This is an optimization exercise on Yosys and OpenROAD, whose aim is small area and a short achievable clock period, not a production implementation.
Where RTL was checked, it was by simulation tests only, not by an equivalence proof against the original.
No functional check of the RTL was part of runs 5 and 6.
No activity file was given, so power comes from the tool's default toggle rates.

### design.v
module fmulc #(parameter [31:0] A = 32'h3f800000, parameter R = 0) (
input  wire clk,
input  wire [31:0] x,
output wire [31:0] p
);
localparam [7:0]  EA = A[30:23];
localparam integer CM  = (A[22:20] == 3'b000) ? 1 :
                         (A[22:20] == 3'b010) ? 5 :
                         (A[22:20] == 3'b100) ? 3 :
                         (A[22:20] == 3'b011) ? 11 : 7;
localparam integer TOP = (CM == 1) ? 24 : (CM == 3) ? 25 : (CM == 11) ? 27 : 26;
localparam [24:0] K = ((64'd1 << TOP) + CM - 1) / CM;
wire [23:0] mx = {1'b1, x[22:0]};
wire [27:0] prod = (CM == 1)  ? {4'd0, mx} :
                   (CM == 3)  ? {3'd0, mx, 1'b0} + {4'd0, mx} :
                   (CM == 5)  ? {2'd0, mx, 2'd0} + {4'd0, mx} :
                   (CM == 11) ? {1'd0, mx, 3'd0} + {3'd0, mx, 1'b0} + {4'd0, mx} :
                                {1'd0, mx, 3'd0} - {4'd0, mx};
wire ovf = ({1'b0, mx} >= K);
wire [22:0] m = ovf ? prod[TOP-1 -: 23] : prod[TOP-2 -: 23];
wire [7:0] e = x[30:23] + (EA - 8'd127) + {7'd0, ovf};
wire [31:0] pp = (x[30:23] == 8'd0) ? 32'd0 :
                 (x[30:23] == 8'hff) ? 32'h7f800000 :
                 {A[31] ^ x[31], e, m};
pipe #(.W(32), .EN(R)) pr(clk, pp, p);
endmodule
module pipe #(parameter W = 1, parameter EN = 1) (
input  wire clk,
input  wire [W-1:0] d,
output wire [W-1:0] q
);
generate
  if (EN) begin : g_reg
    reg [W-1:0] r;
    always @(posedge clk) r <= d;
    assign q = r;
  end else begin : g_wire
    assign q = d;
  end
endgenerate
endmodule
module fadd #(parameter RA = 0, parameter RB = 0, parameter RC = 0, parameter RD = 1) (
input  wire clk,
input  wire [31:0] a,
input  wire [31:0] b,
output wire [31:0] s
);
wire agt = a[30:0] > b[30:0];
wire [7:0] dab = a[30:23] - b[30:23];
wire [7:0] dba = b[30:23] - a[30:23];
wire [7:0] d = agt ? dab : dba;
wire [7:0]  a_emax = agt ? a[30:23] : b[30:23];
wire [22:0] a_mbig = agt ? a[22:0] : b[22:0];
wire [22:0] a_msml = agt ? b[22:0] : a[22:0];
wire a_sgn = agt ? a[31] : b[31];
wire a_sub = a[31] ^ b[31];
wire a_kill = |d[7:5];
wire [4:0] a_sh = d[4:0];
wire [7:0]  b_emax;
wire [22:0] b_mbig, b_msml;
wire b_sgn, b_sub, b_kill;
wire [4:0] b_sh;
pipe #(.W(8+23+23+1+1+1+5), .EN(RA)) pa(clk,
  {a_emax, a_mbig, a_msml, a_sgn, a_sub, a_kill, a_sh},
  {b_emax, b_mbig, b_msml, b_sgn, b_sub, b_kill, b_sh});
wire [23:0] b_msh = (b_kill ? 24'd0 : ({1'b1, b_msml} >> b_sh)) ^ {24{b_sub}};
wire [7:0]  c_emax;
wire [22:0] c_mbig;
wire [23:0] c_msh;
wire c_sgn, c_sub;
pipe #(.W(8+23+24+1+1), .EN(RB)) pb(clk,
  {b_emax, b_mbig, b_msh, b_sgn, b_sub},
  {c_emax, c_mbig, c_msh, c_sgn, c_sub});
wire [24:0] c_r = {2'b01, c_mbig} + {1'b0, c_msh} + {24'd0, c_sub};
wire [7:0]  d_emax;
wire [24:0] d_r;
wire d_sgn, d_sub;
pipe #(.W(8+25+1+1), .EN(RC)) pc(clk,
  {c_emax, c_r, c_sgn, c_sub},
  {d_emax, d_r, d_sgn, d_sub});
wire [22:0] m_add = d_r[24] ? d_r[23:1] : d_r[22:0];
wire [7:0]  e_add = d_emax + {7'd0, d_r[24]};
wire [23:0] r0 = d_r[23:0];
function [4:0] lzc32(input [31:0] v);
  reg [15:0] z1v; reg [15:0] z1c;
  reg [7:0] z2v; reg [15:0] z2c;
  reg [3:0] z3v; reg [11:0] z3c;
  reg [1:0] z4v; reg [7:0] z4c;
  integer k;
  begin
    for (k = 0; k < 16; k = k + 1) begin
      z1v[k] = v[2*k+1] | v[2*k];
      z1c[k] = ~v[2*k+1];
    end
    for (k = 0; k < 8; k = k + 1) begin
      z2v[k] = z1v[2*k+1] | z1v[2*k];
      z2c[2*k+1 -: 2] = z1v[2*k+1] ? {1'b0, z1c[2*k+1]} : {1'b1, z1c[2*k]};
    end
    for (k = 0; k < 4; k = k + 1) begin
      z3v[k] = z2v[2*k+1] | z2v[2*k];
      z3c[3*k+2 -: 3] = z2v[2*k+1] ? {1'b0, z2c[4*k+3 -: 2]} : {1'b1, z2c[4*k+1 -: 2]};
    end
    for (k = 0; k < 2; k = k + 1) begin
      z4v[k] = z3v[2*k+1] | z3v[2*k];
      z4c[4*k+3 -: 4] = z3v[2*k+1] ? {1'b0, z3c[6*k+5 -: 3]} : {1'b1, z3c[6*k+2 -: 3]};
    end
    lzc32 = z4v[1] ? {1'b0, z4c[7:4]} : {1'b1, z4c[3:0]};
  end
endfunction
wire [4:0] lz = lzc32({r0, 8'd0});
wire [23:0] r1 = lz[4] ? {r0[7:0], 16'd0} : r0;
wire [23:0] r2 = lz[3] ? {r1[15:0], 8'd0} : r1;
wire [23:0] r3 = lz[2] ? {r2[19:0], 4'd0} : r2;
wire [23:0] r4 = lz[1] ? {r3[21:0], 2'd0} : r3;
wire [23:0] r5 = lz[0] ? {r4[22:0], 1'b0} : r4;
wire tiny = ~|r0[23:2];
wire [22:0] m_sub = tiny ? (r0[1] ? {1'b0, r0[1:0], 20'd0} : {1'b0, r0[0], 21'd0}) : r5[22:0];
wire [7:0]  e_sub = d_emax - (tiny ? (r0[1] ? 8'd20 : 8'd21) : {3'd0, lz});
wire [31:0] d_s = d_sub ? {d_sgn, e_sub, m_sub} : {d_sgn, e_add, m_add};
pipe #(.W(32), .EN(RD)) pd(clk, d_s, s);
endmodule
module matrix_multi(input clk,
input wire rst,                  
input wire in_valid,             
input wire[127:0] buff_x,
output wire out_valid,           
output wire[95:0] buff_y);
localparam MR = 1;
localparam A1 = 1, B1 = 1, C1 = 1, D1 = 1;
localparam A2 = 1, B2 = 1, C2 = 1, D2 = 1;
localparam LAT = 1 + MR + A1 + B1 + C1 + D1 + A2 + B2 + C2 + D2;
reg [127:0] xr;
always @(posedge clk) xr <= buff_x;
wire [31:0] x1 = xr[127:96];
wire [31:0] x2 = xr[95:64];
wire [31:0] x3 = xr[63:32];
wire [31:0] x4 = xr[31:0];
wire [31:0] mul00, mul01, mul02, mul03;
wire [31:0] mul10, mul11, mul12, mul13;
wire [31:0] mul20, mul21, mul22, mul23;
fmulc #(32'h3f000000, MR) mult00(clk, x1, mul00);   
fmulc #(32'hbfc00000, MR) mult01(clk, x2, mul01);   
fmulc #(32'hbf400000, MR) mult02(clk, x3, mul02);   
fmulc #(32'hbf600000, MR) mult03(clk, x4, mul03);   
fmulc #(32'h3f400000, MR) mult10(clk, x1, mul10);   
fmulc #(32'h3f000000, MR) mult11(clk, x2, mul11);   
assign mul12 = mul02;                                    
fmulc #(32'hbfa00000, MR) mult13(clk, x4, mul13);   
assign mul20 = mul10;                                    
fmulc #(32'hbe000000, MR) mult21(clk, x2, mul21);   
fmulc #(32'h3fb00000, MR) mult22(clk, x3, mul22);   
fmulc #(32'h3e800000, MR) mult23(clk, x4, mul23);   
wire [31:0] s00, s01, s10, s11, s20, s21;
fadd #(A1, B1, C1, D1) ad00(clk, mul00, mul01, s00);
fadd #(A1, B1, C1, D1) ad01(clk, mul02, mul03, s01);
fadd #(A1, B1, C1, D1) ad10(clk, mul10, mul11, s10);
fadd #(A1, B1, C1, D1) ad11(clk, mul12, mul13, s11);
fadd #(A1, B1, C1, D1) ad20(clk, mul20, mul21, s20);
fadd #(A1, B1, C1, D1) ad21(clk, mul22, mul23, s21);
fadd #(A2, B2, C2, D2) ad02(clk, s00, s01, buff_y[95:64]);
fadd #(A2, B2, C2, D2) ad12(clk, s10, s11, buff_y[63:32]);
fadd #(A2, B2, C2, D2) ad22(clk, s20, s21, buff_y[31:0]);
reg [LAT-1:0] valid_pipe;
always @(posedge clk)
  if (rst) valid_pipe <= {LAT{1'b0}};
  else     valid_pipe <= {valid_pipe[LAT-2:0], in_valid};
assign out_valid = valid_pipe[LAT-1];
endmodule
### flow/run.sh
#!/bin/bash
# Own layout flow: the standard ORFS layout (standard.sh), with port
# buffers of a stronger drive and timing repair aimed below the clock period.
set -euo pipefail
export BUFFER_PORTS_ARGS="-buffer_cell sky130_fd_sc_hd__buf_4"
export SETUP_SLACK_MARGIN=9.2
bash standard.sh > standard.log 2>&1
### standard.sh
#!/bin/bash
# synth_recipe.tcl (not shown) runs the flow's synth.tcl, then flattens the netlist and writes it again
# the make line also repeats each setting of config.mk as NAME=value (left out here)
make -C /OpenROAD-flow-scripts/flow DESIGN_CONFIG=/design/flow/config.mk WORK_HOME=/design/flow/orfs CLKGATE_MAP_FILE= SYNTH_SCRIPT=/design/flow/synth_recipe.tcl "${@:-finish}"
### config.mk
export PLATFORM = sky130hd
export DESIGN_NAME = matrix_multi
export DESIGN_NICKNAME = matrix_multi
export VERILOG_FILES = /design/flow/design.v
export SDC_FILE = /design/flow/constraint.sdc
export NUM_CORES = 8
export LEC_CHECK = 0
export ABC_AREA = 1
export CAP_MARGIN = 20
export CORE_MARGIN = 2
export CORE_UTILIZATION = 40
export SLEW_MARGIN = 20
### constraint.sdc
create_clock -name core_clock -period 13.0 [get_ports {clk}]
set_input_delay 2.6000 -clock core_clock [delete_from_list [all_inputs] [get_ports {clk}]]
set_output_delay 2.6000 -clock core_clock [all_outputs]
set_load 0.01 [all_outputs]
==> summary.txt, run 1 <==
synthesized area per cell: 7.34 um2
design internal power: 18.3 mW
All-Layer GR Usage: 23.2%
RSZ-0062 raised after global routing: yes
Clk pin slew, worst setup/hold paths: 0.06 ns
Worst Max-Slew Pin Slew: 1.09 ns
Seq/Total Area, Yosys: 37.3%
antenna-violating nets left: 0
clock sinks: 2098
Final Util: 44.7%
Ports: 228
detailed placer's ending HPWL: 275000 um
total core area: 280000 um2
setup violators final: 0
largest cells by area after synthesis: dfxtp_1 37%, nand2_1 12%, ha_1 8.6%, nand3_1 6.0%, o21ai_0 5.3%
Fin Setup TNS: 0 ns
Die ar.: 286000 um2
Post-Route WL: 343000 um
synthesis-to-layout area growth: 11.0%
Reg power frac: 32.4%
Setup CP Type: register to primary output
vias: 99127
largest net degree at the start of global routing: 121
crit end category: primary output
global route overflow: 0
Synth Net Count: 16317
die height: 535 um
Clk pwr share: 20.0%
Syn Inst Count: 15344
worst path bufs/invs: 1
Worst Skew: 0.0757 ns
Post-CTS Setup Repair Bufs: 0
register area: 42100 um2
FP Rows: 194
Max VDD drop: 0.152 mV
number of synthesized flops with an enable pin: 0
crit path DAT: 1.40 ns
post-synthesis register bit count: 2098
first-pass GRT wire length: 531000 um
share of the synthesized area in the top cell type: 37.3%
detail-routed via count per cell: 5.16
Pleak: 58.7 nW
layout cells sized above 1: 6.80%
Distinct cells, synth: 67
min cycle time layout: 4.00 ns
Post-CTS Hold Buffers: 0
critical path startpoint category: register
Min-Delay Path Class: register to register
CTS tree: done
Die Wd: 535 um
vias in the first global route: 92362
outcome: complete, no violations
Yosys top cell by area: dfxtp_1
Slew Limit Fails: 0
hold slack: 0.288 ns
Comb power frac: 47.6%
post-synthesis cell area: 113000 um2
Sw Share: 45.7%
Power Density: 270 nW/um2
final cycle utilization of the critical path: 30.8%
Fillers: 28543
IO buf count: 227
clock latency on the worst-skew pair: 0.95 ns
ys flop type: dfxtp_1
GPL Wtd Cong: 0.988
clk root buf: clkbuf_16
f_max: 250 MHz
initial antenna violation count: 28
worst path required time: 10.40 ns
DRT Pass-1 Iters: 6
# DRC: 0
Synth warnings: 6
CP max stage delay: 0.36 ns
Sw Pwr: 15.5 mW
Final nets: 16255
number of CTS-inserted buffers: 229
footprint of the multi-input gates: 62500 um2
CP delay by family, top: flip-flops
maxcap violations: 0
Hold Violations, Final: 0
initial drt markers: 8104
post-synthesis async set-or-reset flop share: 0%
initial cell density of the core: 40.3%
Crit Path Max Fanout: 1
max_slew headroom: 27.1%
drt wl/cell: 17.9 um
CTS max path bufs: 4
H-tree Lvls: 4
slowest CP cell: dfxtp_4
crit path cell chain: buf_6
worst paths after layout:
kind / startpoint / endpoint / slack (ns) / cells past startpoint
hold / removal: ad00.pa.g_reg.r[32]$_DFF_P_ / ad00.pb.g_reg.r[27]$_DFF_P_ / 0.29 / 0
hold reg to reg: ad00.pa.g_reg.r[32]$_DFF_P_ / ad00.pb.g_reg.r[27]$_DFF_P_ / 0.29 / 0
setup / recovery: ad02.pd.g_reg.r[31]$_DFF_P_ / buff_y[95] / 9.00 / 1
setup reg to reg: ad10.pc.g_reg.r[20]$_DFF_P_ / ad10.pd.g_reg.r[29]$_DFF_P_ / 9.43 / 16
what timing repair did:
action / CTS / global route
pin swaps: 0 / 7
gates cloned: 0 / 8
resized for setup: 151 / 43
setup endpoints to repair: 99 / 111
cells in the mapped netlist, drive strengths merged, types with 18 or more instances:
cell type and number:
nand3b 22, a211oi 26, o21a 36, ha 772, o221ai 18, a21oi 944, xor2 529, o21bai 43
nand4 105, a22oi 184, nor2 1184, a21o 59, clkbuf 258, buf 322, fa 70, nor3 97
o31ai 18, nand2 3733, a31oi 73, nor4 36, xnor2 135, mux2i 28, dfxtp 2098, inv 1411
or2 93, o211ai 143, o22ai 29, a21boi 23, o21ai 1451, nand3 1353
kinds of logic after synthesis:
kind of cell / after synthesis / synth area share, %
xor+xnor: 664 / 5.16
mux: 28 / 0.249
simple gates: 6650 / 25.1
flops: 2098 / 37.3
fa+ha+maj: 842 / 9.81
buf+inv: 2006 / 7.37
compound gates: 3056 / 15.0
state kept, by name, summed over array words and instances, names as in the netlist, 61 cells and up:
| name | flops |
|---|---|
| ad01.pa.g_reg.r | 61 |
| ad21.pa.g_reg.r | 62 |
| ad12.pa.g_reg.r | 62 |
| ad02.pa.g_reg.r | 62 |
| ad22.pa.g_reg.r | 62 |
| ad00.pa.g_reg.r | 61 |
| ad20.pa.g_reg.r | 62 |
| ad10.pa.g_reg.r | 61 |
| xr | 128 |
| ad11.pa.g_reg.r | 62 |
per-stage QoR:
step	instances	power (mW)	cell area (um2)	setup slack [ns]
5_1_grt	19196	36.5	125000	8.94
3_3_place_gp	18767	26.8	117000	9.00
6_report	19199	33.8	125000	9.00
3_5_place_dp	18767	26.8	117000	8.97
4_1_cts	19187	33.7	125000	8.93
2_1_floorplan	15344	21.9	113000	9.96
layout make-up:
type	instances	area share, %
Multi-Input combinational cell	11247	50.0
Timing Repair inverter	1	0.00400
Sequential cell	2098	33.7
Tap cell	3724	3.73
Clock buffer	278	4.96
Antenna cell	4	0.00800
Inverter	1426	4.29
Timing Repair Buffer	279	1.97
Clock inverter	142	1.39
power groups by stage:
stage	clock network [mW]	logic (mW)	registers, mW
after floorplan	0	12.0	9.95
after global placement	0	15.8	11.0
after detailed placement	0	15.8	11.0
after CTS	6.90	15.9	10.9
after global routing	7.16	18.2	11.2
final	6.75	16.1	11.0
per-layer routing:
metal  global-route usage [%]  part of all wire, %  vias to the layer above  wire length, um
met4                     7.33                  3.3                       14            11200
met3                     2.75                  5.6                      546            19300
met5                        0                0.025                        -               87
met1                     33.0                   48                    45256           163000
li1                         -                    -                    50528                -
met2                     36.5                   43                     2783           149000
layout by cell type (no fill, tap or decap), types with 97 or more instances in the layout:
cell type	count
nand4_1	105
o21ai_0	1184
inv_1	1363
xnor2_1	135
o21ai_1	259
o211ai_1	140
xor2_1	529
buf_6	97
ha_1	772
nand3_1	1341
a22oi_1	184
a21oi_1	938
buf_4	182
nand2_1	3663
dfxtp_1	2011
clkbuf_16	230
nor2_1	1122
==> inputs of run 2 (changes only) <==
==> run.sh (new file) <==
#!/bin/bash
# synth_recipe.tcl (not shown) runs the flow's synth.tcl, then flattens the netlist and writes it again
# the make line also repeats each setting of config.mk as NAME=value (left out here)
make -C /OpenROAD-flow-scripts/flow DESIGN_CONFIG=/design/flow/config.mk WORK_HOME=/design/flow/orfs CLKGATE_MAP_FILE= SYNTH_SCRIPT=/design/flow/synth_recipe.tcl finish
removed: flow/run.sh
removed: standard.sh
==> run 2 against run 1 <==
  * Critical endpoint is now buff_y[94]
  * Routed wire length rose by 0.95%
  * Fmax decreased by 9.5%
  * Critical path type unchanged
  * Count of clock-buffer cells in the layout grew 18
==> summary.txt, run 2 <==
outcome: complete, no violations
synthesized area per cell: 7.34 um2 (unchanged)
Power Density: 271 nW/um2 (+0.19%)
Hold Crit Depth: 0 (unchanged)
Synth warnings: 6 (unchanged)
die height: 535 um (unchanged)
initial cell density of the core: 40.3% (unchanged)
Seq/Total Area, Yosys: 37.3% (unchanged)
Reg with most FFs: xr
M1 WL: 164000 um (+0.40%)
CP delay by family, top: buffers and inverters
Crit Path Max Fanout: 1 (unchanged)
Min-Delay Path Class: register to register
slowest CP cell: clkdlybuf4s50_1
post-synthesis register bit count: 2098 (unchanged)
number of synthesized flops with an enable pin: 0 (unchanged)
min cycle time layout: 4.42 ns (+0.423 ns)
# DRC: 0 (unchanged)
antenna-violating nets left: 0 (unchanged)
Final nets: 16245 (-0.062%)
global route overflow: 0 (unchanged)
vias: 99394 (+0.27%)
commonest cells after routing, fill and taps aside: 3667 x nand2_1, 2098 x dfxtp_1, 1364 x inv_1
Yosys top cell by area: dfxtp_1
Post-CTS Setup Repair Bufs: 0 (unchanged)
RSZ-0062 raised after global routing: no
post-synthesis cell area: 113000 um2 (unchanged)
Setup CP Type: register to primary output
first-pass GRT wire length: 539000 um (+1.6%)
total core area: 280000 um2 (unchanged)
Die ar.: 286000 um2 (unchanged)
Synth Net Count: 16317 (unchanged)
R2R Path End: ad10.pd.g_reg.r[29]$_DFF_P_
initial drt markers: 8208 (+1.3%)
Post-Route WL: 347000 um (+0.95%)
synthesis-to-layout area growth: 11.1%
DRT Pass-1 Iters: 7 (+1)
post-synthesis async set-or-reset flop share: 0% (unchanged)
uppermost layer routed: met5
detail-routed via count per cell: 5.18 (+0.27%)
most frequent cell after synthesis: nand2_1
CTS tree: done
Ports: 228 (unchanged)
Levels on crit path: 1 (unchanged)
crit path DAT: 1.82 ns (+0.42 ns)
detailed placer's ending HPWL: 278000 um (+1.0%)
commonest non-fill, non-tap cell in the layout: nand2_1
Hold Violations, Final: 0 (unchanged)
IO buf count: 227 (unchanged)
Worst Max-Slew Pin Slew: 1.11 ns (+0.0204 ns)
clock sinks: 2098 (unchanged)
Cell Area, Placed: 117000 um2 (+0.49%)
FP Rows: 194 (unchanged)
number of CTS-inserted buffers: 227 (-0.87%)
f_max: 226 MHz (-9.5%)
Pleak: 58.4 nW (-0.40%)
CP max stage delay: 0.56 ns (+0.20 ns)
drt wl/cell: 18.0 um (+0.96%)
FF-to-FF setup slack: 8.82 ns (-0.61 ns)
worst reg2reg path depth: 16 (unchanged)
H-tree Lvls: 4 (unchanged)
worst path required time: 10.40 ns (about the same)
clk root buf: clkbuf_16
Clk pin slew, worst setup/hold paths: 0.06 ns (about the same)
post-route cell area: 125000 um2 (+0.11%)
vias in the first global route: 93317 (+1.0%)
CTS max path bufs: 4 (unchanged)
Distinct cells, synth: 67 (unchanged)
Worst Skew: 0.0703 ns (-0.00545 ns)
Hold EP: ad00.pb.g_reg.r[29]$_DFF_P_
layout cells sized above 1: 4.66% (-2.1 points)
share of the synthesized area in the top cell type: 37.3% (unchanged)
final cycle utilization of the critical path: 34.0% (+3.3 points)
crit path cell chain: clkdlybuf4s50_1
ys flop type: dfxtp_1
largest net degree at the start of global routing: 121 (unchanged)
Hold Startpoint: ad00.pa.g_reg.r[34]$_DFF_P_
maxcap violations: 0 (unchanged)
Slew Limit Fails: 0 (unchanged)
Syn Inst Count: 15344 (unchanged)
All-Layer GR Usage: 23.6% (+0.36 points)
Fin Setup TNS: 0 ns (unchanged)
post-cts repair resize count: 0 (-100%)
GPL Wtd Cong: 0.987 (about the same)
Post-synth top cells: 3669 x nand2_1, 2098 x dfxtp_1, 1366 x inv_1
Detail Route met3 WL: 20100 um (+4.3%)
largest cells by area after synthesis: dfxtp_1 37%, nand2_1 12%, ha_1 8.6%, nand3_1 6.0%, o21ai_0 5.3%
clock latency on the worst-skew pair: 0.93 ns (-0.02 ns)
worst r2r src: ad10.pc.g_reg.r[22]$_DFF_P_
Max VDD drop: 0.164 mV (+7.9%)
Post-CTS Hold Buffers: 0 (unchanged)
setup violators final: 0 (unchanged)
critical path startpoint category: register
worst path bufs/invs: 1 (unchanged)
initial antenna violation count: 31 (+11%)
max_slew headroom: 25.2% (-1.9 points)
crit end category: primary output
Die Wd: 535 um (unchanged)
met2 WL: 151000 um (+0.91%)
max reg flops: 128 (unchanged)
[run 2: cell types whose count changed in the layout (fill, tap and decap cells not counted), sizes merged, moves of 6 or more]
cell,change
buf,-227
clkdlybuf4s50,+227
clkbuf,+18
clkinvlp,-13
clkinv,-8
nor2,-7
bufinv,+6
[run 2: kinds of logic after synthesis]
family	synth area share [%]
AND/OR/NAND/NOR	25.1
AO/OA/AOI/OAI	15.0
flip-flops	37.3
buffers and inverters	7.37
adder cells (fa/ha/maj)	9.81
XOR/XNOR	5.16
multiplexers	0.249
[run 2: routing by layer]
metal	global-route usage (%)	vias to the layer above
met2	37.2	2878
met1	33.3	45395
li1	-	50563
met4	7.52	8
met5	0	-
met3	2.90	550
[run 2: final cells by class]
cell class | instances | area (um2)
fill | 28730 | 155000
multi-input combinational | 11240 | 62400
sequential | 2098 | 42000
clock buffer | 296 | 6380
inverter | 1426 | 5360
tap | 3724 | 4660
timing repair buffer | 279 | 2660
clock inverter | 126 | 1680
antenna | 9 | 22.5
[run 2: power breakdown]
group          switching [mW]  internal [mW]  total, mW
Clock                    2.81           4.07       6.87
Sequential               2.02           8.85       10.9
Combinational            10.6           5.54       16.2
[run 2: how the worst max path moves through the flow]
stage | slack (ns) | endpoint | startpoint
after floorplan | 9.96 | valid_pipe[0]$_SDFF_PP0_ | rst
after global placement | 8.91 | ad10.pd.g_reg.r[29]$_DFF_P_ | ad10.pc.g_reg.r[22]$_DFF_P_
after detailed placement | 8.89 | ad10.pd.g_reg.r[29]$_DFF_P_ | ad10.pc.g_reg.r[20]$_DFF_P_
after CTS | 8.49 | buff_y[94] | ad02.pd.g_reg.r[30]$_DFF_P_
after global routing | 8.49 | buff_y[94] | ad02.pd.g_reg.r[30]$_DFF_P_
final | 8.58 | buff_y[94] | ad02.pd.g_reg.r[30]$_DFF_P_
[run 2: per-stage QoR]
step	worst slack (ns)	instances	util (%)	hold WS [ns]	power, mW
6_report	8.58	19198	44.7	0.315	33.9
5_1_grt	8.49	19190	44.7	0.315	36.6
4_1_cts	8.49	19189	44.7	0.312	33.9
3_5_place_dp	8.89	18767	41.8	0.312	26.9
3_3_place_gp	8.91	18767	41.8	0.310	26.9
2_1_floorplan	9.96	15344	-	0.310	21.9
==> inputs of run 3 (changes only) <==
--- a/design.v
+++ b/design.v
@@ -20,3 +20,5 @@
 wire [22:0] m = ovf ? prod[TOP-1 -: 23] : prod[TOP-2 -: 23];
-wire [7:0] e = x[30:23] + (EA - 8'd127) + {7'd0, ovf};
+wire [7:0] e0 = x[30:23] + (EA - 8'd127);
+wire [7:0] e1 = x[30:23] + (EA - 8'd126);
+wire [7:0] e = ovf ? e1 : e0;
 wire [31:0] pp = (x[30:23] == 8'd0) ? 32'd0 :
@@ -73,12 +75,11 @@
   {c_emax, c_mbig, c_msh, c_sgn, c_sub});
-wire [24:0] c_r = {2'b01, c_mbig} + {1'b0, c_msh} + {24'd0, c_sub};
-wire [7:0]  d_emax;
+wire [25:0] c_rx = {2'b01, c_mbig, 1'b1} + {c_sub, c_msh, c_sub};
+wire [24:0] c_r = c_rx[25:1];
+wire [7:0]  c_emax1 = c_emax + 8'd1;
+wire [7:0]  d_emax1;
 wire [24:0] d_r;
-wire d_sgn, d_sub;
-pipe #(.W(8+25+1+1), .EN(RC)) pc(clk,
-  {c_emax, c_r, c_sgn, c_sub},
-  {d_emax, d_r, d_sgn, d_sub});
-wire [22:0] m_add = d_r[24] ? d_r[23:1] : d_r[22:0];
-wire [7:0]  e_add = d_emax + {7'd0, d_r[24]};
-wire [23:0] r0 = d_r[23:0];
+wire d_sgn;
+pipe #(.W(8+25+1), .EN(RC)) pc(clk,
+  {c_emax1, c_r, c_sgn},
+  {d_emax1, d_r, d_sgn});
 function [4:0] lzc32(input [31:0] v);
@@ -109,12 +110,11 @@
 endfunction
-wire [4:0] lz = lzc32({r0, 8'd0});
-wire [23:0] r1 = lz[4] ? {r0[7:0], 16'd0} : r0;
-wire [23:0] r2 = lz[3] ? {r1[15:0], 8'd0} : r1;
-wire [23:0] r3 = lz[2] ? {r2[19:0], 4'd0} : r2;
-wire [23:0] r4 = lz[1] ? {r3[21:0], 2'd0} : r3;
-wire [23:0] r5 = lz[0] ? {r4[22:0], 1'b0} : r4;
-wire tiny = ~|r0[23:2];
-wire [22:0] m_sub = tiny ? (r0[1] ? {1'b0, r0[1:0], 20'd0} : {1'b0, r0[0], 21'd0}) : r5[22:0];
-wire [7:0]  e_sub = d_emax - (tiny ? (r0[1] ? 8'd20 : 8'd21) : {3'd0, lz});
-wire [31:0] d_s = d_sub ? {d_sgn, e_sub, m_sub} : {d_sgn, e_add, m_add};
+wire tiny = ~|d_r[24:2];
+wire [4:0] lz = tiny ? (d_r[1] ? 5'd21 : 5'd22) : lzc32({d_r, 7'd0});
+wire [24:0] r1 = lz[4] ? {d_r[8:0], 16'd0} : d_r;
+wire [24:0] r2 = lz[3] ? {r1[16:0], 8'd0} : r1;
+wire [24:0] r3 = lz[2] ? {r2[20:0], 4'd0} : r2;
+wire [24:0] r4 = lz[1] ? {r3[22:0], 2'd0} : r3;
+wire [24:0] r5 = lz[0] ? {r4[23:0], 1'b0} : r4;
+wire [7:0] e_n = d_emax1 - {3'd0, lz};
+wire [31:0] d_s = {d_sgn, e_n, r5[23:1]};
 pipe #(.W(32), .EN(RD)) pd(clk, d_s, s);
@@ -128,4 +128,4 @@
 localparam MR = 1;
-localparam A1 = 1, B1 = 1, C1 = 1, D1 = 1;
-localparam A2 = 1, B2 = 1, C2 = 1, D2 = 1;
+localparam A1 = 0, B1 = 1, C1 = 1, D1 = 1;
+localparam A2 = 0, B2 = 1, C2 = 1, D2 = 1;
 localparam LAT = 1 + MR + A1 + B1 + C1 + D1 + A2 + B2 + C2 + D2;
==> flow/run.sh (new file) <==
#!/bin/bash
# Own layout flow: the standard ORFS layout (standard.sh), with port
# buffers of a stronger drive and timing repair aimed below the clock period.
set -euo pipefail
export BUFFER_PORTS_ARGS="-buffer_cell sky130_fd_sc_hd__buf_4"
export SETUP_SLACK_MARGIN=9.2
bash standard.sh > standard.log 2>&1
==> standard.sh (new file) <==
#!/bin/bash
# synth_recipe.tcl (not shown) runs the flow's synth.tcl, then flattens the netlist and writes it again
# the make line also repeats each setting of config.mk as NAME=value (left out here)
make -C /OpenROAD-flow-scripts/flow DESIGN_CONFIG=/design/flow/config.mk WORK_HOME=/design/flow/orfs CLKGATE_MAP_FILE= SYNTH_SCRIPT=/design/flow/synth_recipe.tcl "${@:-finish}"
--- a/config.mk
+++ b/config.mk
@@ -10,3 +10,5 @@
 export CORE_MARGIN = 2
-export CORE_UTILIZATION = 40
+export CORE_UTILIZATION = 55
+export CTS_CLUSTER_DIAMETER = 100
+export CTS_CLUSTER_SIZE = 30
 export SLEW_MARGIN = 20
removed: run.sh
==> run 3 against run 2 <==
  * Count of clock-buffer cells in the layout is 222 lower
  * Register-to-register slack better by 0.49 ns
  * Routed wire length is 2.9% lower
  * Critical path depth stayed put
  * Die area is 36% lower
  * Via count is 0.91% lower
  * Synthesized cell count is 6.4% lower
  * Highest routed layer unchanged
==> summary.txt, run 3 <==
CTS max path bufs: 3 (-1)
All-Layer GR Usage: 34.9% (+11 points)
worst path bufs/invs: 1 (unchanged)
Synth Net Count: 15324 (-6.1%)
commonest non-fill, non-tap cell in the layout: nand2_1
Max VDD drop: 0.210 mV (+28%)
DRT Pass-1 Iters: 9 (+2)
FP Rows: 155 (-20%)
detailed placer's ending HPWL: 261000 um (-5.9%)
Power Density: 285 nW/um2 (+5.2%)
critical path startpoint category: register
Post-synth top cells: 3385 x nand2_1, 2072 x nand3_1, 1534 x dfxtp_1
Comb power frac: 65.0% (+17 points)
register area: 30800 um2 (-27%)
layout cells sized above 1: 7.18% (+2.5 points)
Reg power frac: 26.2% (-5.9 points)
dpl ws: 6.79 ns (-2.10 ns)
Syn Inst Count: 14367 (-6.4%)
share of the synthesized area in the top cell type: 31.2% (-6.0 points)
detail-routed via count per cell: 5.87 (+13%)
Hold Violations, Final: 0 (unchanged)
f_max: 261 MHz (+16%)
ys flop type: dfxtp_1
post-synthesis register bit count: 1534 (-27%)
max reg flops: 128 (unchanged)
Worst Skew: 0.0482 ns (-0.0221 ns)
Sw Share: 53.5% (+8.0 points)
worst path required time: 10.40 ns (about the same)
drt wl/cell: 20.1 um (+11%)
Sw Pwr: 16.4 mW (+6.0%)
vias in the first global route: 89502 (-4.1%)
Crit Path Max Fanout: 1 (unchanged)
max_slew headroom: 29.1% (+3.9 points)
# DRC: 0 (unchanged)
Post-CTS Hold Buffers: 0 (unchanged)
Die Wd: 427 um (-20%)
crit path DAT: 1.22 ns (-0.60 ns)
largest net degree at the start of global routing: 95 (-21%)
commonest cells after routing, fill and taps aside: 3332 x nand2_1, 2054 x nand3_1, 1428 x dfxtp_1
most frequent cell after synthesis: nand2_1
design internal power: 14.2 mW (-23%)
min cycle time layout: 3.82 ns (-0.600 ns)
RSZ-0062 raised after global routing: yes
Die ar.: 182000 um2 (-36%)
Setup CP Type: register to primary output
Seq/Total Area, Yosys: 31.2% (-6.0 points)
GPL Wtd Cong: 1.04 (+5.6%)
Worst Max-Slew Pin Slew: 1.05 ns (-0.0589 ns)
outcome: complete, no violations
Slew Limit Fails: 0 (unchanged)
maxcap violations: 0 (unchanged)
Cell Area, Placed: 101000 um2 (-13%)
Ports: 228 (unchanged)
post-synthesis cell area: 98400 um2 (-13%)
synthesized area per cell: 6.85 um2 (-6.8%)
Min-Delay Path Class: register to register
clock sinks: 1534 (-27%)
post-route cell area: 107000 um2 (-14%)
crit end category: primary output
number of CTS-inserted buffers: 69 (-70%)
Reg with most FFs: xr
Final Util: 60.3% (+16 points)
Fin Setup TNS: 0 ns (unchanged)
synthesis-to-layout area growth: 9.10%
number of synthesized flops with an enable pin: 0 (unchanged)
Final WS setup: 9.18 ns (+0.600 ns)
Fillers: 16918 (-41%)
slowest CP cell: dfxtp_2
largest cells by area after synthesis: dfxtp_1 31%, nand2_1 13%, nand3_1 11%, ha_1 9.7%, o21ai_0 6.0%
antenna-violating nets left: 0 (unchanged)
total power: 30.6 mW (-9.8%)
IO buf count: 227 (unchanged)
initial antenna violation count: 25 (-19%)
Post-Route WL: 336000 um (-2.9%)
footprint of the multi-input gates: 61600 um2 (-1.4%)
total core area: 178000 um2 (-36%)
CTS tree: done
clk root buf: clkbuf_16
CP delay by family, top: flip-flops
Final nets: 15339 (-5.6%)
Clk pin slew, worst setup/hold paths: 0.11 ns (+0.05 ns)
initial cell density of the core: 55.2% (+15 points)
global route overflow: 0 (unchanged)
setup violators final: 0 (unchanged)
initial drt markers: 10926 (+33%)
vias: 98493 (-0.91%)
Clk pwr share: 8.8% (-12 points)
CP max stage delay: 0.38 ns (-0.18 ns)
first-pass GRT wire length: 506000 um (-6.1%)
Distinct cells, synth: 70 (+4.5%)
die height: 427 um (-20%)
Pleak: 51.9 nW (-11%)
clock latency on the worst-skew pair: 0.76 ns (-0.17 ns)
post-synthesis async set-or-reset flop share: 0% (unchanged)
Yosys top cell by area: dfxtp_1
final cycle utilization of the critical path: 29.4% (-4.6 points)
crit path cell chain: buf_6
Synth warnings: 5 (-1)
H-tree Lvls: 3 (-1)
[run 3: cell types whose count changed after synthesis, sizes merged, moves of 146 or more]
| cell | delta |
|---|---|
| nor2 | -238 |
| nand3 | +722 |
| nand2 | -327 |
| buf | -146 |
| a22oi | -184 |
| dfxtp | -564 |
| o21ai | -245 |
[run 3: cells by family after synthesis]
logic type / share of synthesized area (%)
multiplexers: 0.702
AND/OR/NAND/NOR: 29.5
flip-flops: 31.2
buffers and inverters: 7.95
XOR/XNOR: 5.81
adder cells (fa/ha/maj): 11.0
AO/OA/AOI/OAI: 13.9
[run 3: power groups by stage]
| stage | Sequential (mW) | Combinational, mW | Clock [mW] |
|---|---|---|---|
| 2_1_floorplan | 7.33 | 13.5 | 0 |
| 6_report | 8.01 | 19.9 | 2.69 |
| 5_1_grt | 8.11 | 22.0 | 2.89 |
| 3_3_place_gp | 7.99 | 18.0 | 0 |
| 4_1_cts | 7.95 | 18.9 | 2.74 |
| 3_5_place_dp | 8.01 | 18.2 | 0 |
[run 3: worst paths after layout]
| kind | startpoint | end | slack [ns] | cells after the start |
|---|---|---|---|---|
| min | ad01.pc.g_reg.r[0]$_DFF_P_ | ad01.pd.g_reg.r[31]$_DFF_P_ | 0.33 | 0 |
| max | ad12.pd.g_reg.r[31]$_DFF_P_ | buff_y[63] | 9.18 | 1 |
| min reg2reg | ad01.pc.g_reg.r[0]$_DFF_P_ | ad01.pd.g_reg.r[31]$_DFF_P_ | 0.33 | 0 |
| max reg2reg | mult01.pr.g_reg.r[23]$_SDFF_PP0_ | ad00.pb.g_reg.r[6]$_DFF_P_ | 9.31 | 22 |
[run 3: layout make-up]
class                      instances  area share (%)
clock inverter                    23           0.360
sequential                      1534            28.7
timing repair buffer             409            3.53
tap                             2355            2.75
antenna                            5          0.0117
inverter                        1501            5.45
clock buffer                      74            1.66
timing repair inverter            20           0.124
multi-input combinational      10847            57.4
[run 3: repair_timing]
| action | in CTS | in global routing |
|---|---|---|
| resized for setup | 365 | 231 |
| setup buffers | 16 | 98 |
| setup endpoints to repair | 554 | 390 |
| pin swaps | 19 | 40 |
| cloned | 32 | 40 |
[run 3: routing by layer]
metal | share of wire (%) | vias up | track usage (%) | routed length, um
met5 | 0.015 | - | 0 | 52
met4 | 4.0 | 8 | 11.6 | 13500
met3 | 8.8 | 737 | 5.22 | 29500
met2 | 44 | 4644 | 55.4 | 149000
met1 | 43 | 45414 | 48.2 | 144000
li1 | - | 47690 | - | -
[run 3: per-stage QoR]
step	cells	hold WS, ns
floorplan	14367	0.310
global placement	16479	0.312
detailed placement	16479	0.312
CTS	16624	0.331
global route	16763	0.336
finish	16768	0.329
==> inputs of run 4 (changes only) <==
--- a/config.mk
+++ b/config.mk
@@ -12,3 +12,3 @@
 export CTS_CLUSTER_DIAMETER = 100
-export CTS_CLUSTER_SIZE = 30
+export CTS_CLUSTER_SIZE = 24
 export SLEW_MARGIN = 20
==> run 4 against run 3 <==
  * Largest cell class unchanged
  * Largest power group unchanged
  * Setup slack gained 0.0053 ns
  * Clock power grew 3%
  * Synthesized area is the same
  * Synthesized cell count is the same
  * Die area is the same
==> summary.txt, run 4 <==
Ports: 228 (unchanged)
register area: 30800 um2 (about the same)
RSZ-0062 raised after global routing: yes
number of CTS-inserted buffers: 77 (+12%)
Distinct cells, synth: 70 (unchanged)
min cycle time layout: 3.82 ns (-0.00525 ns)
max_slew headroom: 31.4% (+2.4 points)
CP max stage delay: 0.37 ns (about the same)
Crit Path Max Fanout: 1 (unchanged)
Synth Net Count: 15324 (unchanged)
commonest cells after routing, fill and taps aside: 3333 x nand2_1, 2051 x nand3_1, 1430 x dfxtp_1
Pleak: 52.1 nW (+0.35%)
Hold Violations, Final: 0 (unchanged)
GPL Wtd Cong: 1.04 (unchanged)
Fin Setup TNS: 0 ns (unchanged)
CTS tree: done
first-pass GRT wire length: 507000 um (+0.26%)
CTS max path bufs: 3 (unchanged)
antenna-violating nets left: 0 (unchanged)
clock latency on the worst-skew pair: 0.76 ns (about the same)
vias in the first global route: 89739 (+0.26%)
final cycle utilization of the critical path: 29.4% (-0.040 points)
setup violators final: 0 (unchanged)
Fillers: 16880 (-0.22%)
commonest non-fill, non-tap cell in the layout: nand2_1
total core area: 178000 um2 (unchanged)
Worst Skew: 0.0447 ns (-0.00342 ns)
hold slack: 0.331 ns (+0.00203 ns)
initial drt markers: 11112 (+1.7%)
Reg with most FFs: xr
Final nets: 15361 (+0.14%)
crit end category: primary output
most frequent cell after synthesis: nand2_1
layout cells sized above 1: 7.27% (+0.089 points)
post-synthesis async set-or-reset flop share: 0% (unchanged)
Post-synth top cells: 3385 x nand2_1, 2072 x nand3_1, 1534 x dfxtp_1
CP delay by family, top: flip-flops
Die Wd: 427 um (unchanged)
detail-routed via count per cell: 5.88 (about the same)
IO buf count: 227 (unchanged)
outcome: complete, no violations
largest cells by area after synthesis: dfxtp_1 31%, nand2_1 13%, nand3_1 11%, ha_1 9.7%, o21ai_0 6.0%
drt wl/cell: 20.1 um (+0.30%)
Min-Delay Path Class: register to register
vias: 98668 (+0.18%)
Max VDD drop: 0.213 mV (+1.2%)
Post-Route WL: 338000 um (+0.40%)
maxcap violations: 0 (unchanged)
crit path DAT: 1.22 ns (about the same)
Setup CP Type: register to primary output
Seq/Total Area, Yosys: 31.2% (unchanged)
initial antenna violation count: 26 (+4.0%)
detailed placer's ending HPWL: 261000 um (unchanged)
clk root buf: clkbuf_16
die height: 427 um (unchanged)
synthesis-to-layout area growth: 9.39%
Slew Limit Fails: 0 (unchanged)
Worst Max-Slew Pin Slew: 1.02 ns (-0.0349 ns)
Die ar.: 182000 um2 (unchanged)
crit path cell chain: buf_6
number of synthesized flops with an enable pin: 0 (unchanged)
share of the synthesized area in the top cell type: 31.2% (unchanged)
critical path startpoint category: register
initial cell density of the core: 55.2% (unchanged)
Clk pin slew, worst setup/hold paths: 0.09 ns (-0.02 ns)
max reg flops: 128 (unchanged)
Yosys top cell by area: dfxtp_1
Syn Inst Count: 14367 (unchanged)
footprint of the multi-input gates: 61600 um2 (about the same)
f_max: 262 MHz (+0.14%)
largest net degree at the start of global routing: 95 (unchanged)
slowest CP cell: dfxtp_2
clock sinks: 1534 (unchanged)
# DRC: 0 (unchanged)
H-tree Lvls: 3 (unchanged)
All-Layer GR Usage: 34.9% (+0.065 points)
synthesized area per cell: 6.85 um2 (unchanged)
global route overflow: 0 (unchanged)
worst path bufs/invs: 1 (unchanged)
Power Density: 285 nW/um2 (+0.19%)
post-synthesis register bit count: 1534 (unchanged)
post-synthesis cell area: 98400 um2 (unchanged)
FP Rows: 155 (unchanged)
Post-CTS Hold Buffers: 0 (unchanged)
ys flop type: dfxtp_1
Synth warnings: 5 (unchanged)
DRT Pass-1 Iters: 10 (+1)
worst path required time: 10.40 ns (about the same)
## run 4: cell counts after synthesis
Identical to the previous run, type by type.
## run 4: through the flow
step,setup WS (ns),power (mW),instance area [um2],instances,utilization [%]
CTS,9.11,29.6,105000,16626,59.2
detailed placement,6.79,26.3,101000,16479,56.9
floorplan,9.83,20.9,98400,14367,-
global route,9.14,33.2,108000,16780,60.4
finish,9.18,30.7,108000,16784,60.4
global placement,6.89,26.0,101000,16479,56.9
## run 4: worst paths after layout
kind	startpoint	endpoint	slack, ns	cells after the start
max	ad22.pd.g_reg.r[31]$_DFF_P_	buff_y[31]	9.18	1
min	ad22.pc.g_reg.r[0]$_DFF_P_	ad22.pd.g_reg.r[31]$_DFF_P_	0.33	0
max reg2reg	ad01.pc.g_reg.r[8]$_DFF_P_	ad01.pd.g_reg.r[29]$_DFF_P_	9.33	12
min reg2reg	ad22.pc.g_reg.r[0]$_DFF_P_	ad22.pd.g_reg.r[31]$_DFF_P_	0.33	0
## run 4: final cells by class
class	instances	area share (%)
Sequential cell	1534	28.7
Clock inverter	11	0.149
Multi-Input combinational cell	10847	57.3
Antenna cell	4	0.00930
Timing Repair Buffer	423	3.66
Clock buffer	89	1.97
Timing Repair inverter	20	0.121
Inverter	1501	5.44
Tap cell	2355	2.74
## run 4: power breakdown
part           leakage, nW  switching (mW)  internal [mW]  total [mW]
combinational         38.1            13.3           6.62        19.9
sequential            12.9            1.48           6.53        8.01
clock                 1.12            1.58           1.20        2.78
## run 4: metal layers
| metal | vias up | GRT usage (%) | routed length [um] |
|---|---|---|---|
| li1 | 47756 | - | - |
| met1 | 45551 | 48.4 | 146000 |
| met2 | 4574 | 55.6 | 149000 |
| met3 | 773 | 5.07 | 29100 |
| met4 | 14 | 11.5 | 13400 |
| met5 | - | 0 | 219 |
## run 4: cells by family after synthesis
kind of cell               after synthesis  share of synthesized area (%)
xor gates and xnor gates               649                           5.81
buffers and inverters                 2031                           7.95
AOI/OAI and AO/OA                     2492                           13.9
and+or+nand+nor                       6766                           29.5
muxes                                   69                          0.702
DFF                                   1534                           31.2
adders and majority gates              826                           11.0
## run 4: repair_timing
action	CTS	global route
resized for setup	366	231
setup endpoints to repair	552	377
setup buffers	16	110
cloned	31	43
pin swaps	19	43
==> inputs of run 5 (changes only) <==
--- a/design.v
+++ b/design.v
@@ -130,5 +130,6 @@
 localparam A2 = 0, B2 = 1, C2 = 1, D2 = 1;
-localparam LAT = 1 + MR + A1 + B1 + C1 + D1 + A2 + B2 + C2 + D2;
-reg [127:0] xr;
-always @(posedge clk) xr <= buff_x;
+localparam XR = 0;
+localparam LAT = XR + MR + A1 + B1 + C1 + D1 + A2 + B2 + C2 + D2;
+wire [127:0] xr;
+pipe #(.W(128), .EN(XR)) px(clk, buff_x, xr);
 wire [31:0] x1 = xr[127:96];
--- a/config.mk
+++ b/config.mk
@@ -12,3 +12,3 @@
 export CTS_CLUSTER_DIAMETER = 100
-export CTS_CLUSTER_SIZE = 24
+export CTS_CLUSTER_SIZE = 30
 export SLEW_MARGIN = 20
==> run 5 against run 4 <==
  * Largest power group unchanged
  * Synthesized cell count fell by 0.77%
  * Total power rose by 0.91%
  * Sequential power fell by 5.4%
  * Worst hold slack got worse by 0.0016 ns
  * Critical path type is now input port to register
  * Count of clock-buffer cells in the layout fell by 24
  * Routed wire length rose by 1.0%
  * Non-clock buffer count rose by 136
  * Final area rose by 2.3%
  * First-iteration DRC count rose by 5.5%
  * Via count rose by 0.68%
  * Cell count barely moved
  * Highest routed layer unchanged
==> summary.txt, run 5 <==
outcome: complete, no violations
critical path startpoint category: input port
number of CTS-inserted buffers: 61 (-21%)
Clk pin slew, worst setup/hold paths: 0.12 ns (+0.03 ns)
Post-synth top cells: 3331 x nand2_1, 2092 x nand3_1, 1490 x inv_1
CTS tree: done
register area: 28300 um2 (-8.3%)
ys flop type: dfxtp_1
Max VDD drop: 0.219 mV (+2.9%)
Slew Limit Fails: 0 (unchanged)
Die Wd: 422 um (-1.1%)
Fin Setup TNS: 0 ns (unchanged)
dpl cells: 16330 (-0.90%)
Hold Violations, Final: 0 (unchanged)
FP Rows: 153 (-1.3%)
final cell count without fillers: 16789 (+0.030%)
Setup CP Type: input port to register
number of synthesized flops with an enable pin: 0 (unchanged)
# DRC: 0 (unchanged)
Die ar.: 178000 um2 (-2.2%)
Min-Delay Path Class: register to register
global route overflow: 0 (unchanged)
worst path required time: 13.72 ns (+3.32 ns)
Worst Max-Slew Pin Slew: 1.05 ns (+0.0353 ns)
H-tree Lvls: 2 (-1)
vias: 99343 (+0.68%)
min cycle time layout: 4.38 ns (+0.565 ns)
f_max: 228 MHz (-13%)
detail-routed via count per cell: 5.92 (+0.65%)
Pleak: 52.6 nW (+0.93%)
synthesis-to-layout area growth: 14.4%
detailed placer's ending HPWL: 257000 um (-1.6%)
antenna-violating nets left: 0 (unchanged)
R2R Path End: ad21.pd.g_reg.r[29]$_DFF_P_
most frequent cell after synthesis: nand2_1
FF-to-FF setup slack: 9.25 ns (-0.08 ns)
Synth Net Count: 15213 (-0.72%)
die height: 422 um (-1.1%)
Fillers: 15753 (-6.7%)
Post-Route WL: 341000 um (+1.0%)
Seq/Total Area, Yosys: 29.2% (-2.0 points)
RSZ-0062 raised after global routing: yes
total core area: 174000 um2 (-2.4%)
maxcap violations: 0 (unchanged)
CTS max path bufs: 3 (unchanged)
worst r2r src: ad21.pc.g_reg.r[24]$_DFF_P_
Crit Path Max Fanout: 6 (+5)
share of the synthesized area in the top cell type: 29.2% (-2.0 points)
crit path from: buff_x[38]
initial cell density of the core: 55.3% (+0.089 points)
Final WS setup: 8.62 ns (-0.565 ns)
first-pass GRT wire length: 512000 um (+0.82%)
Power Density: 282 nW/um2 (-1.3%)
commonest non-fill, non-tap cell in the layout: nand2_1
clk root buf: clkbuf_16
Syn Inst Count: 14256 (-0.77%)
crit path DAT: 5.10 ns (+3.88 ns)
max_slew headroom: 29.7% (-1.7 points)
largest net degree at the start of global routing: 84 (-12%)
DRT Pass-1 Iters: 8 (-2)
Cell Area, Placed: 100000 um2 (-0.92%)
initial antenna violation count: 36 (+38%)
worst reg2reg path depth: 14 (+2)
layout cells sized above 1: 12.0% (+4.8 points)
clock sinks: 1405 (-8.4%)
setup violators final: 0 (unchanged)
Ports: 228 (unchanged)
Synth warnings: 5 (unchanged)
Distinct cells, synth: 74 (+5.7%)
post-synthesis cell area: 96200 um2 (-2.2%)
dpl ws: 7.12 ns (+0.324 ns)
footprint of the multi-input gates: 65000 um2 (+5.5%)
clock latency on the worst-skew pair: 0.80 ns (+0.04 ns)
drt wl/cell: 20.3 um (+0.98%)
Final nets: 15383 (+0.14%)
GPL Wtd Cong: 1.04 (-0.54%)
Yosys top cell by area: dfxtp_1
Final Util: 63.3% (+2.9 points)
hold slack: 0.330 ns (-0.00162 ns)
total power: 31.0 mW (+0.91%)
commonest cells after routing, fill and taps aside: 3225 x nand2_1, 2044 x nand3_1, 1395 x inv_1
post-synthesis register bit count: 1405 (-8.4%)
largest cells by area after synthesis: dfxtp_1 29%, nand2_1 13%, nand3_1 11%, ha_1 10%, o21ai_0 6.1%
final cycle utilization of the critical path: 33.7% (+4.3 points)
vias in the first global route: 90338 (+0.67%)
initial drt markers: 11727 (+5.5%)
All-Layer GR Usage: 35.6% (+0.69 points)
synthesized area per cell: 6.75 um2 (-1.4%)
CP endpoint: mult22.pr.g_reg.r[21]$_SDFF_PP0_
post-route cell area: 110000 um2 (+2.3%)
post-synthesis async set-or-reset flop share: 0% (unchanged)
Worst Skew: 0.0487 ns (+0.00401 ns)
crit end category: register
IO buf count: 227 (unchanged)
[run 5: how the worst min path moves through the flow]
stage,start,end,slack (ns),cells after the start
global placement,ad22.pc.g_reg.r[0]$_DFF_P_,ad22.pd.g_reg.r[31]$_DFF_P_,0.31,0
floorplan,ad00.pb.g_reg.r[1]$_DFF_P_,ad00.pc.g_reg.r[0]$_DFF_P_,0.31,0
finish,ad12.pb.g_reg.r[1]$_DFF_P_,ad12.pc.g_reg.r[0]$_DFF_P_,0.33,0
CTS,ad02.pc.g_reg.r[0]$_DFF_P_,ad02.pd.g_reg.r[31]$_DFF_P_,0.33,0
global route,ad12.pb.g_reg.r[1]$_DFF_P_,ad12.pc.g_reg.r[0]$_DFF_P_,0.32,0
detailed placement,ad12.pc.g_reg.r[0]$_DFF_P_,ad12.pd.g_reg.r[31]$_DFF_P_,0.31,0
[run 5: kinds of logic (layout without fill, tap and decap cells)]
family	Yosys count	count (layout)	synth area share (%)
adder cells (fa/ha/maj)	826	826	11.2
buffers and inverters	2087	2229	8.53
multiplexers	87	87	0.905
other	0	13	0
XOR/XNOR	650	650	5.92
AND/OR/NAND/NOR	6733	6771	30.1
flip-flops	1405	1405	29.2
AO/OA/AOI/OAI	2468	2483	14.1
[run 5: where the power goes]
part	leakage (nW)	switching (mW)	internal [mW]
registers	11.9	1.47	6.12
logic	39.8	13.9	7.08
clock network	0.948	1.50	0.949
total	52.6	16.8	14.1
[run 5: timing repair]
| action | 4_1_cts | 5_1_grt |
|---|---|---|
| cloned | 53 | 33 |
| hold buffers | 0 | 0 |
| gates resized for setup | 592 | 514 |
| setup endpoints to repair | 780 | 569 |
| pin swaps | 149 | 227 |
| buffers inserted | 98 | 174 |
| endpoints found under the hold margin | 0 | 0 |
[run 5: cell type report]
class	instances	share of cell area, %
Multi-Input combinational cell	10817	59.1
Sequential cell	1405	25.7
Inverter	1565	5.73
Timing Repair Buffer	559	4.95
Tap cell	2325	2.64
Clock buffer	65	1.40
Clock inverter	23	0.375
Timing Repair inverter	17	0.0955
Antenna cell	13	0.0296
[run 5: metal layers]
metal	GRT usage, %	routed length (um)	vias up
met3	5.57	30300	930
met4	13.4	16800	32
met5	0	330	-
met2	56.5	149000	4898
met1	48.7	144000	45878
li1	-	-	47605
[run 5: worst max-delay path, stage by stage]
cell      delay (ns)
buf_4           0.16
fa_1            0.54
ha_4            0.33
nand2_1         0.08
inv_1           0.08
nand4_1         0.15
o21ai_2         0.25
a21oi_2         0.12
o21ai_4         0.22
a21boi_2        0.09
or2_4           0.26
nand3_2         0.07
nand2_2         0.04
nor2_1          0.11
==> inputs of run 6 (changes only) <==
--- a/design.v
+++ b/design.v
@@ -43,2 +43,52 @@
 endmodule
+module bkadd #(parameter N = 26) (
+input  wire [N-1:0] a,
+input  wire [N-1:0] b,
+input  wire cin,
+output wire [N-1:0] s,
+output wire cout
+);
+reg [N:0] g, p;
+integer l, i;
+always @(*) begin
+  g = {a & b, cin};
+  p = {a ^ b, 1'b0};
+  for (l = 1; l < 8; l = l + 1) begin
+    for (i = (1 << l) - 1; i <= N; i = i + (1 << l)) begin
+      g[i] = g[i] | (p[i] & g[i - (1 << (l-1))]);
+      p[i] = p[i] & p[i - (1 << (l-1))];
+    end
+  end
+  for (l = 7; l >= 1; l = l - 1) begin
+    for (i = (1 << l) + (1 << (l-1)) - 1; i <= N; i = i + (1 << l)) begin
+      g[i] = g[i] | (p[i] & g[i - (1 << (l-1))]);
+      p[i] = p[i] & p[i - (1 << (l-1))];
+    end
+  end
+end
+assign s = (a ^ b) ^ g[N-1:0];
+assign cout = g[N];
+endmodule
+module cmpgt #(parameter N = 31) (
+input  wire [N-1:0] a,
+input  wire [N-1:0] b,
+output wire gt
+);
+reg [31:0] g, e;
+integer l, i;
+always @(*) begin
+  g = 32'd0;
+  e = {32{1'b1}};
+  for (i = 0; i < N; i = i + 1) begin
+    g[i] = a[i] & ~b[i];
+    e[i] = ~(a[i] ^ b[i]);
+  end
+  for (l = 0; l < 5; l = l + 1)
+    for (i = 0; i < (16 >> l); i = i + 1) begin
+      g[i] = g[2*i+1] | (e[2*i+1] & g[2*i]);
+      e[i] = e[2*i+1] & e[2*i];
+    end
+end
+assign gt = g[0];
+endmodule
 module fadd #(parameter RA = 0, parameter RB = 0, parameter RC = 0, parameter RD = 1) (
@@ -49,6 +99,10 @@
 );
-wire agt = a[30:0] > b[30:0];
-wire [7:0] dab = a[30:23] - b[30:23];
+wire [8:0] dab9 = {1'b0, a[30:23]} - {1'b0, b[30:23]};
 wire [7:0] dba = b[30:23] - a[30:23];
-wire [7:0] d = agt ? dab : dba;
+wire eeq = ~|dab9[7:0];
+wire egt = ~dab9[8] & ~eeq;
+wire mgt;
+cmpgt #(23) cm(a[22:0], b[22:0], mgt);
+wire agt = egt | (eeq & mgt);
+wire [7:0] d = egt ? dab9[7:0] : dba;
 wire [7:0]  a_emax = agt ? a[30:23] : b[30:23];
@@ -75,4 +129,5 @@
   {c_emax, c_mbig, c_msh, c_sgn, c_sub});
-wire [25:0] c_rx = {2'b01, c_mbig, 1'b1} + {c_sub, c_msh, c_sub};
-wire [24:0] c_r = c_rx[25:1];
+wire [24:0] c_r;
+wire c_co;
+bkadd #(25) cadd({1'b0, 1'b1, c_mbig}, {c_sub, c_msh}, c_sub, c_r, c_co);
 wire [7:0]  c_emax1 = c_emax + 8'd1;
@@ -130,3 +185,3 @@
 localparam A2 = 0, B2 = 1, C2 = 1, D2 = 1;
-localparam XR = 0;
+localparam XR = 1;
 localparam LAT = XR + MR + A1 + B1 + C1 + D1 + A2 + B2 + C2 + D2;
--- a/config.mk
+++ b/config.mk
@@ -12,3 +12,3 @@
 export CTS_CLUSTER_DIAMETER = 100
-export CTS_CLUSTER_SIZE = 30
+export CTS_CLUSTER_SIZE = 24
 export SLEW_MARGIN = 20
==> run 6 against run 5 <==
  * Still clean on timing, DRC and antenna
  * Synthesized cell count fell by 3.9%
  * Utilization fell by 2.7 points
  * Sequential share of layout area rose by 3.1 points
  * Total power rose by 1.5%
  * Combinational power fell by 2%
==> summary.txt, run 6 <==
FF-to-FF setup slack: 9.28 ns (+0.03 ns)
design internal power: 14.8 mW (+4.5%)
layout cells sized above 1: 8.69% (-3.3 points)
min cycle time layout: 3.84 ns (-0.550 ns)
Power Density: 294 nW/um2 (+4.3%)
DRT Pass-1 Iters: 9 (+1)
CP max stage delay: 0.34 ns (-0.20 ns)
Reg power frac: 25.9% (+1.4 points)
post-synthesis cell area: 98100 um2 (+2.0%)
Sw Pwr: 16.7 mW (-0.99%)
Seq/Total Area, Yosys: 31.3% (+2.1 points)
crit path cell chain: buf_6
Crit Path Max Fanout: 1 (-5)
Setup CP Type: register to primary output
maxcap violations: 0 (unchanged)
max reg flops: 128
# DRC: 0 (unchanged)
Pleak: 52.0 nW (-1.1%)
Synth warnings: 8 (+3)
number of CTS-inserted buffers: 79 (+30%)
clock latency on the worst-skew pair: 0.78 ns (-0.02 ns)
outcome: complete, no violations
crit path from: ad12.pd.g_reg.r[12]$_DFF_P_
setup violators final: 0 (unchanged)
f_max: 261 MHz (+14%)
Post-Route WL: 333000 um (-2.4%)
Synth Net Count: 14740 (-3.1%)
Fin Setup TNS: 0 ns (unchanged)
Clk pin slew, worst setup/hold paths: 0.10 ns (-0.02 ns)
most frequent cell after synthesis: nand2_1
Final WS setup: 9.16 ns (+0.550 ns)
commonest non-fill, non-tap cell in the layout: nand2_1
Post-synth top cells: 2967 x nand2_1, 2145 x nand3_1, 1534 x dfxtp_1
Ports: 228 (unchanged)
crit end category: primary output
synthesis-to-layout area growth: 9.24%
Comb power frac: 65.0% (-2.6 points)
GPL Wtd Cong: 1.01 (-2.3%)
largest net degree at the start of global routing: 77 (-8.3%)
hold slack: 0.332 ns (+0.00246 ns)
dpl ws: 7.72 ns (+0.602 ns)
total power: 31.5 mW (+1.5%)
RSZ-0062 raised after global routing: yes
dpl cells: 15782 (-3.4%)
drt wl/cell: 20.7 um (+1.7%)
Syn Inst Count: 13700 (-3.9%)
Slew Limit Fails: 0 (unchanged)
critical path startpoint category: register
CP endpoint: buff_y[44]
number of synthesized flops with an enable pin: 0 (unchanged)
final cycle utilization of the critical path: 29.5% (-4.2 points)
clk root buf: clkbuf_16
Hold Startpoint: ad02.pb.g_reg.r[1]$_DFF_P_
detail-routed via count per cell: 5.85 (-1.1%)
Sw Share: 53.0% (-1.3 points)
share of the synthesized area in the top cell type: 31.3% (+2.1 points)
total core area: 177000 um2 (+1.7%)
Worst Skew: 0.0431 ns (-0.00568 ns)
Max VDD drop: 0.268 mV (+22%)
vias in the first global route: 86172 (-4.6%)
largest cells by area after synthesis: dfxtp_1 31%, nand2_1 11%, nand3_1 11%, ha_1 9.6%, inv_1 5.4%
global route overflow: 0 (unchanged)
IO buf count: 227 (unchanged)
Distinct cells, synth: 80 (+8.1%)
crit path DAT: 1.24 ns (-3.86 ns)
worst reg2reg path depth: 16 (+2)
commonest cells after routing, fill and taps aside: 2935 x nand2_1, 2119 x nand3_1, 1419 x dfxtp_1
post-synthesis async set-or-reset flop share: 0% (unchanged)
slowest CP cell: dfxtp_2
clock sinks: 1534 (+9.2%)
CTS tree: done
Worst Max-Slew Pin Slew: 1.19 ns (+0.132 ns)
Reg with most FFs: px.g_reg.r
Yosys top cell by area: dfxtp_1
Levels on crit path: 1 (-13)
initial drt markers: 10357 (-12%)
synthesized area per cell: 7.16 um2 (+6.1%)
Fillers: 16360 (+3.9%)
vias: 94254 (-5.1%)
worst r2r src: mult10.pr.g_reg.r[23]$_SDFF_PP0_
worst path bufs/invs: 1 (-1)
CP delay by family, top: flip-flops
Clk pwr share: 9.1% (+1.2 points)
post-synthesis register bit count: 1534 (+9.2%)
max_slew headroom: 20.1% (-9.6 points)
first-pass GRT wire length: 494000 um (-3.4%)
R2R Path End: ad10.pb.g_reg.r[16]$_DFF_P_
initial cell density of the core: 55.5% (+0.17 points)
Post-CTS Hold Buffers: 0 (unchanged)
All-Layer GR Usage: 34.5% (-1.2 points)
Die Wd: 426 um (+0.97%)
initial antenna violation count: 25 (-31%)
FP Rows: 154 (+0.65%)
ys flop type: dfxtp_1
antenna-violating nets left: 0 (unchanged)
Die ar.: 182000 um2 (+1.9%)
worst path required time: 10.40 ns (-3.32 ns)
Hold Violations, Final: 0 (unchanged)
Min-Delay Path Class: register to register
die height: 426 um (+0.97%)
H-tree Lvls: 3 (+1)
Final nets: 14778 (-3.9%)
detailed placer's ending HPWL: 253000 um (-1.6%)
CTS max path bufs: 3 (unchanged)
final cell count without fillers: 16112 (-4.0%)
run 6: changes by cell type after synthesis, moves of 53 or more:
cell,delta
xnor2_1,-73
nand3_1,+53
fa_1,+99
nor2_1,-81
clkbuf_1,-53
nand2_1,-364
a21oi_1,-175
mux2i_1,+58
dfxtp_1,+129
o21ai_0,-192
inv_1,-81
run 6: logic make-up (layout without fill, tap and decap cells):
logic type	count (synthesis)	after routing	share of synthesized area (%)
flops	1534	1534	31.3
other cells	0	6	0
compound gates	2077	2081	11.8
buf+inv	2047	2064	8.74
xor+xnor	554	554	5.01
fa+ha+maj	909	909	12.8
mux	150	150	1.54
simple gates	6429	6474	28.8
run 6: per-layer routing:
layer  vias to the layer above  routed length (um)  global-route usage (%)
li1                      45392                   -                       -
met1                     43838              145000                    48.4
met2                      4308              144000                    53.7
met3                       702               30400                    5.38
met4                        14               13400                    11.6
met5                         -                  90                       0
run 6: what timing repair did:
action	CTS	global route
gates cloned	38	39
buffers inserted	30	108
endpoints found under the setup margin	671	361
hold endpoints to repair	0	0
gates resized for setup	354	247
pin swaps	26	56
run 6: final cells by class:
| type | count | area [um2] | share of cell area (%) |
|---|---|---|---|
| timing repair buffer | 446 | 4420 | 4.13 |
| sequential | 1534 | 30900 | 28.8 |
| inverter | 1495 | 5810 | 5.42 |
| antenna | 6 | 15.0 | 0.0140 |
| clock inverter | 21 | 300 | 0.280 |
| multi-input combinational | 10168 | 60700 | 56.6 |
| clock buffer | 88 | 2060 | 1.93 |
| tap | 2340 | 2930 | 2.73 |
| timing repair inverter | 14 | 87.6 | 0.0817 |
run 6: how the worst min path moves through the flow:
stage	to	slack, ns	cells past startpoint
6_report	ad02.pc.g_reg.r[0]$_DFF_P_	0.33	0
5_1_grt	ad20.pd.g_reg.r[31]$_DFF_P_	0.34	0
4_1_cts	ad22.pc.g_reg.r[0]$_DFF_P_	0.33	0
3_5_place_dp	ad00.pd.g_reg.r[31]$_DFF_P_	0.31	0
3_3_place_gp	ad00.pc.g_reg.r[0]$_DFF_P_	0.31	0
2_1_floorplan	ad00.pc.g_reg.r[0]$_DFF_P_	0.31	0
run 6: power by group through the flow:
stage / combinational (mW) / clock (mW) / sequential (mW)
floorplan: 13.9 / 0 / 7.47
global placement: 18.1 / 0 / 8.10
detailed placement: 18.5 / 0 / 8.13
CTS: 19.2 / 2.90 / 8.07
global route: 22.6 / 3.06 / 8.26
finish: 20.5 / 2.85 / 8.15
run 6: per-stage QoR:
stage	util, %	instance area (um2)
finish	60.6	107000
global route	60.6	107000
global placement	56.8	100000
detailed placement	56.8	100000
floorplan	-	98100
CTS	59.3	105000

[what the ideal ports hide]
In the flow no input, the clock included, has a driving cell. The finished layouts below were timed again as built, in two steps.
Step 1 assumes that a clkbuf_16 drives the clock port and a buf_2 every other input.
Step 2, shift: input delay + t, output delay - t, t = (earliest + latest rising clock arrival at the registers) / 2. This alone moves slack from input paths to output paths.
a / b / c = no drivers / after step 1 / after step 2; a / b = the first two.
run | shift t [ns] | setup slack, ns | worst register clock-pin slew, ns
run 1 | 0.996 | 8.998 / 8.914 / 9.426 | 0.07 / 0.07
run 2 | 0.993 | 8.575 / 8.477 / 8.819 | 0.07 / 0.07
run 3 | 0.822 | 9.175 / 9.087 / 9.315 | 0.13 / 0.13
run 4 | 0.824 | 9.180 / 9.093 / 9.327 | 0.11 / 0.11
run 5 | 0.857 | 8.615 / 8.667 / 7.809 | 0.12 / 0.12
run 6 | 0.849 | 9.165 / 9.069 / 9.283 | 0.10 / 0.10
After both steps setup and hold are still met in every run listed. For run 5, which loses most, drivers alone change the setup slack by +0.052 ns; drivers and shift together by -0.806 ns.
